This design comes from an exercise in tuning for small area on the open sky130 flow, not from production work. The RTL was checked by simulation tests, not by an equivalence proof against the original design. The flow treats the clock pin as an ideal source, which a real chip does not have. Power and IR drop assume default switching activity.

== lane 1 ==
==> flow/design.v <==
module spi_master
(
input               clk             ,
input               rst_n           ,
output              SPI4wire_SCK    ,
output              SPI4wire_CS_N   ,
output              SPI4wire_MOSI   ,
input               SPI4wire_MISO   ,
input   [15:0]      par_freq_div    ,
input   [7:0]       par_adr_sclknum ,
input   [7:0]       par_dat_sclknum ,
input               par_cpha        ,
input               par_cpol        ,
input               tx_tvalid       ,
input   [31:0]      tx_tdata        ,
output              tx_tready       ,
output              rx_tvalid       ,
output  [31:0]      rx_tdata
);
localparam I1 = 3'b000, I0 = 3'b001, IR = 3'b010, FN = 3'b011,
           L1 = 3'b100, LD = 3'b101, RN = 3'b111;
reg [2:0]  state;
reg        sck;
reg [14:0] half_cnt;    
reg        half;        
reg [5:0]  bit_cnt;     
reg [31:0] shreg;
reg        mosi;
reg        flag;
wire [5:0] sclk_num = par_adr_sclknum[5:0] + par_dat_sclknum[5:0];
wire       tready   = (state == I1);
wire       rvalid   = (state == IR);
wire       cs_n     = ~(state[2] & state[0]);
wire       accept   = tx_tvalid & tready;
wire       idle     = ~state[2] & ~(state[1] & state[0]);
wire       active   = state[2];    
wire       term     = (half_cnt[14:1] == 14'd0) & (half_cnt[0] ^ (half & par_freq_div[0]));
wire       ev_mid   = active & term & ~half;
wire       ev_end   = active & term & half;
wire       last_end = bit_cnt[5] & ~bit_cnt[0];           
wire       in_bits  = state[2] & state[1] & (half ? ~last_end : ~bit_cnt[5]);
wire       sample   = in_bits & (par_cpha ? ev_end : ev_mid);
wire       tx_step  = ~bit_cnt[5] & (par_cpha ? ev_mid : ev_end);
assign SPI4wire_SCK  = sck;
assign SPI4wire_CS_N = cs_n;
assign SPI4wire_MOSI = mosi;
assign tx_tready     = tready;
assign rx_tvalid     = rvalid;
assign rx_tdata      = shreg;
always @(posedge clk or negedge rst_n)
begin
    if (!rst_n) begin
        state  <= I0;
        sck    <= 1'b0;
    end else begin
        case (state)
        I0, IR: state <= I1;
        I1: if (tx_tvalid) state <= L1;
        L1: state <= LD;
        LD: if (ev_end) state <= RN;
        RN: if (ev_end & last_end) state <= FN;
        FN: state <= flag ? IR : I0;
        default: state <= I0;
        endcase
        if (idle)
            sck <= par_cpol;
        else if (term & in_bits)
            sck <= ~sck;
    end
end
always @(posedge clk)
begin
    if (~active | term)
        half_cnt <= par_freq_div[15:1];
    else
        half_cnt <= half_cnt - 1'b1;
    half <= active & (half ^ term);
    if (idle)
        bit_cnt <= sclk_num;
    else if (ev_mid)
        bit_cnt <= bit_cnt - 1'b1;
end
wire [3:0]  t2 = {1'b0, sclk_num[1] & sclk_num[0], sclk_num[1], sclk_num[1] | sclk_num[0]};
wire [7:0]  t3 = {t2 & {4{sclk_num[2]}}, t2 | {4{sclk_num[2]}}};
wire [15:0] t4 = {t3 & {8{sclk_num[3]}}, t3 | {8{sclk_num[3]}}};
wire        hi = sclk_num[5] | sclk_num[4];
wire [31:0] keep = {(t4 & {16{sclk_num[4]}}) | {16{sclk_num[5]}}, t4 | {16{hi}}};
integer i;
always @(posedge clk)
begin
    if (accept) begin
        for (i = 0; i < 32; i = i + 1)
            shreg[i] <= tx_tdata[i] & keep[31 - i];
        flag <= tx_tdata[31];
    end else if (sample)
        shreg <= {shreg[30:0], SPI4wire_MISO};
    if ((state[2] & ~state[1]) | tx_step)
        mosi <= shreg[31];
end
endmodule
Settings: LEC_CHECK=0, CAP_MARGIN=20, CORE_MARGIN=2, CORE_UTILIZATION=65, SLEW_MARGIN=20; clock period 6.0 ns.
standard.sh (not shown) runs the stock make flow with config.mk's settings and CLKGATE_MAP_FILE= SYNTH_SCRIPT=/design/flow/synth_recipe.tcl, a recipe that flattens the netlist after the stock synthesis.
==> flow/flow/run.sh <==
#!/bin/bash
# Standard ORFS layout (standard.sh) with these changes:
#  - synthesis maps logic with an area-oriented ABC script (flow/area.abc);
#    everything else in the synthesis script is the standard flow's own synth_recipe.tcl
#  - port buffers use buf_1
#  - CTS with clkbuf_4 only and no dummy loads; afterwards leaf buffers whose
#    flip-flops see a slow clock edge are upsized to clkbuf_8 (flow/post_cts.tcl)
set -euo pipefail
W=$PWD
{ head -1 synth_recipe.tcl
  echo "proc abc {args} { set i [lsearch \$args -script]; lset args [expr {\$i+1}] $W/flow/area.abc; yosys abc {*}\$args }"
  tail -n +2 synth_recipe.tcl; } > area_synth.tcl
export BUFFER_PORTS_ARGS="-buffer_cell sky130_fd_sc_hd__buf_1"
export CTS_ARGS="-sink_clustering_enable -repair_clock_nets -dont_use_dummy_load -buf_list {sky130_fd_sc_hd__clkbuf_4}"
export POST_CTS_TCL=$W/flow/post_cts.tcl
bash standard.sh SYNTH_SCRIPT=$W/area_synth.tcl finish > standard_flow.log 2>&1
==> flow/flow/area.abc <==
strash
&get -n
&fraig -x
&put
scorr
dc2
strash
dc2
dc2
&get -n
&dch -f
&nf -R 1000
&put
==> flow/flow/post_cts.tcl <==
# After CTS: upsize each leaf clock buffer (one that drives flip-flops) whose
# flip-flop clock pins see a slew above the threshold, then re-legalize.
proc upsize_leaf_clock_buffers { limit_ns bigger } {
  estimate_parasitics -placement
  set n 0
  foreach inst [[ord::get_db_block] getInsts] {
    set m [[$inst getMaster] getName]
    if {![string match sky130_fd_sc_hd__clkbuf_* $m] || $m == $bigger} continue
    set net [[$inst findITerm X] getNet]
    set worst 0.0
    set flops 0
    foreach pin [get_pins -of_objects [get_nets [$net getName]]] {
      if {[get_property $pin direction] != "input"} continue
      if {[get_property $pin name] != "CLK"} continue
      incr flops
      set s [get_property $pin slew_max]
      if {$s > $worst} { set worst $s }
    }
    puts "clock buffer [$inst getName] $m drives $flops flip-flops, worst clock-pin slew $worst"
    if {$flops > 0 && $worst > $limit_ns} {
      $inst swapMaster [[ord::get_db] findMaster $bigger]
      incr n
    }
  }
  puts "upsized $n clock buffers"
  if {$n > 0} {
    detailed_placement
    estimate_parasitics -placement
  }
}
upsize_leaf_clock_buffers 0.095 sky130_fd_sc_hd__clkbuf_8
For lane 3, these inputs were changed with respect to lane 1:
==> flow/design.v <==
module spi_master
(
input               clk             ,
input               rst_n           ,
output              SPI4wire_SCK    ,
output              SPI4wire_CS_N   ,
output              SPI4wire_MOSI   ,
input               SPI4wire_MISO   ,
input   [15:0]      par_freq_div    ,
input   [7:0]       par_adr_sclknum ,
input   [7:0]       par_dat_sclknum ,
input               par_cpha        ,
input               par_cpol        ,
input               tx_tvalid       ,
input   [31:0]      tx_tdata        ,
output              tx_tready       ,
output              rx_tvalid       ,
output  [31:0]      rx_tdata
);
localparam IDLE = 2'd0, LEAD = 2'd1, RUN = 2'd3, FIN = 2'd2;
reg [1:0]  state;
reg        tready;
reg        sck;
reg        cs_n;
reg        rvalid;
reg [14:0] half_cnt;    
reg        half;        
reg [5:0]  bit_cnt;     
reg [31:0] shreg;
reg        mosi;
reg        flag;
wire [5:0] sclk_num = par_adr_sclknum[5:0] + par_dat_sclknum[5:0];
wire       accept   = tx_tvalid & tready;
wire       idle     = (state == IDLE);
wire       active   = state[0];
wire       trail    = bit_cnt[5] & bit_cnt[4];
wire       term     = (half_cnt[14:1] == 14'd0) & (half_cnt[0] ^ (half & par_freq_div[0]));
wire       ev_mid   = active & term & ~half;
wire       ev_end   = active & term & half;
wire       in_bits  = (state == RUN) & ~trail;
wire       sample   = in_bits & (par_cpha ? ev_end : ev_mid);
wire       tx_step  = par_cpha ? (ev_mid & ~trail) : (ev_end & ~trail & (bit_cnt != 6'd0));
assign SPI4wire_SCK  = sck;
assign SPI4wire_CS_N = cs_n;
assign SPI4wire_MOSI = mosi;
assign tx_tready     = tready;
assign rx_tvalid     = rvalid;
assign rx_tdata      = shreg;
always @(posedge clk or negedge rst_n)
begin
    if (!rst_n) begin
        state  <= IDLE;
        tready <= 1'b0;
        sck    <= 1'b0;
        cs_n   <= 1'b1;
        rvalid <= 1'b0;
    end else begin
        case (state)
        IDLE: if (accept) state <= LEAD;
        LEAD: if (ev_end) state <= RUN;
        RUN:  if (ev_end & trail) state <= FIN;
        FIN:  state <= IDLE;
        endcase
        tready <= idle & ~accept;
        if (idle)
            sck <= par_cpol;
        else if (term & in_bits)
            sck <= ~sck;
        cs_n   <= ~active | (ev_end & trail);
        rvalid <= (state == FIN) & flag;
    end
end
always @(posedge clk)
begin
    if (~active | term)
        half_cnt <= par_freq_div[15:1];
    else
        half_cnt <= half_cnt - 1'b1;
    half <= active & (half ^ term);
    if (idle)
        bit_cnt <= sclk_num;
    else if (ev_end)
        bit_cnt <= bit_cnt - 1'b1;
end
wire [3:0]  t2 = {1'b0, sclk_num[1] & sclk_num[0], sclk_num[1], sclk_num[1] | sclk_num[0]};
wire [7:0]  t3 = {t2 & {4{sclk_num[2]}}, t2 | {4{sclk_num[2]}}};
wire [15:0] t4 = {t3 & {8{sclk_num[3]}}, t3 | {8{sclk_num[3]}}};
wire        hi = sclk_num[5] | sclk_num[4];
wire [31:0] keep = {(t4 & {16{sclk_num[4]}}) | {16{sclk_num[5]}}, t4 | {16{hi}}};
integer i;
always @(posedge clk)
begin
    if (accept) begin
        for (i = 0; i < 32; i = i + 1)
            shreg[i] <= tx_tdata[i] & keep[31 - i];
        flag <= tx_tdata[31];
    end else if (sample)
        shreg <= {shreg[30:0], SPI4wire_MISO};
    if ((state == LEAD) | tx_step)
        mosi <= shreg[31];
end
endmodule
## What came out
- Per the comparison of lane 3 with lane 1, post-route worst setup slack decreased by 0.061 ns relative to the old numbers, fmax -4.6 MHz, fraction of standard cell area in multi-input logic +0.33 points, die outline area rose by 3.1%.
- Per the comparison of lane 3 with lane 1, synthesized instance count shows an increase of 10, share of power burned in combinational logic shows a reduction of 22 points, routability congestion estimate from global placement shows an increase of 0.049, total of plain and repair buffers excluding clock buffers shows a reduction of 2, power in the clock group shows an increase of about 14%.

-- what the ideal ports hide --
In the flow no input, the clock included, has a driving cell. The finished layouts below were timed again as built, in two steps. Step 1, drivers: a clkbuf_16 drives clk and a buf_2 each remaining input, both assumed. Step 2 also shifts input and output timing later by t, the mid clock arrival at the registers, as if the neighbouring blocks saw the same clock. Slacks: ideal ports / drivers / drivers and shift; pairs: ideal ports / drivers.
| run | t, ns | setup slack, ns | hold WS [ns] | worst slew at a driven data input, ns | pins driven straight from the clock port |
|---|---|---|---|---|---|
| lane 1 | 0.415 | 2.387 / 2.385 / 1.970 | 0.462 / 0.462 / 0.462 | 0.05 | 1 |
| lane 3 | 0.430 | 2.327 / 2.337 / 1.906 | 0.452 / 0.452 / 0.452 | 0.05 | 1 |
After both steps every run listed still meets setup and hold. The setup slack of lane 3, which loses most, moves by +0.010 ns with the drivers and by -0.421 ns with both steps.
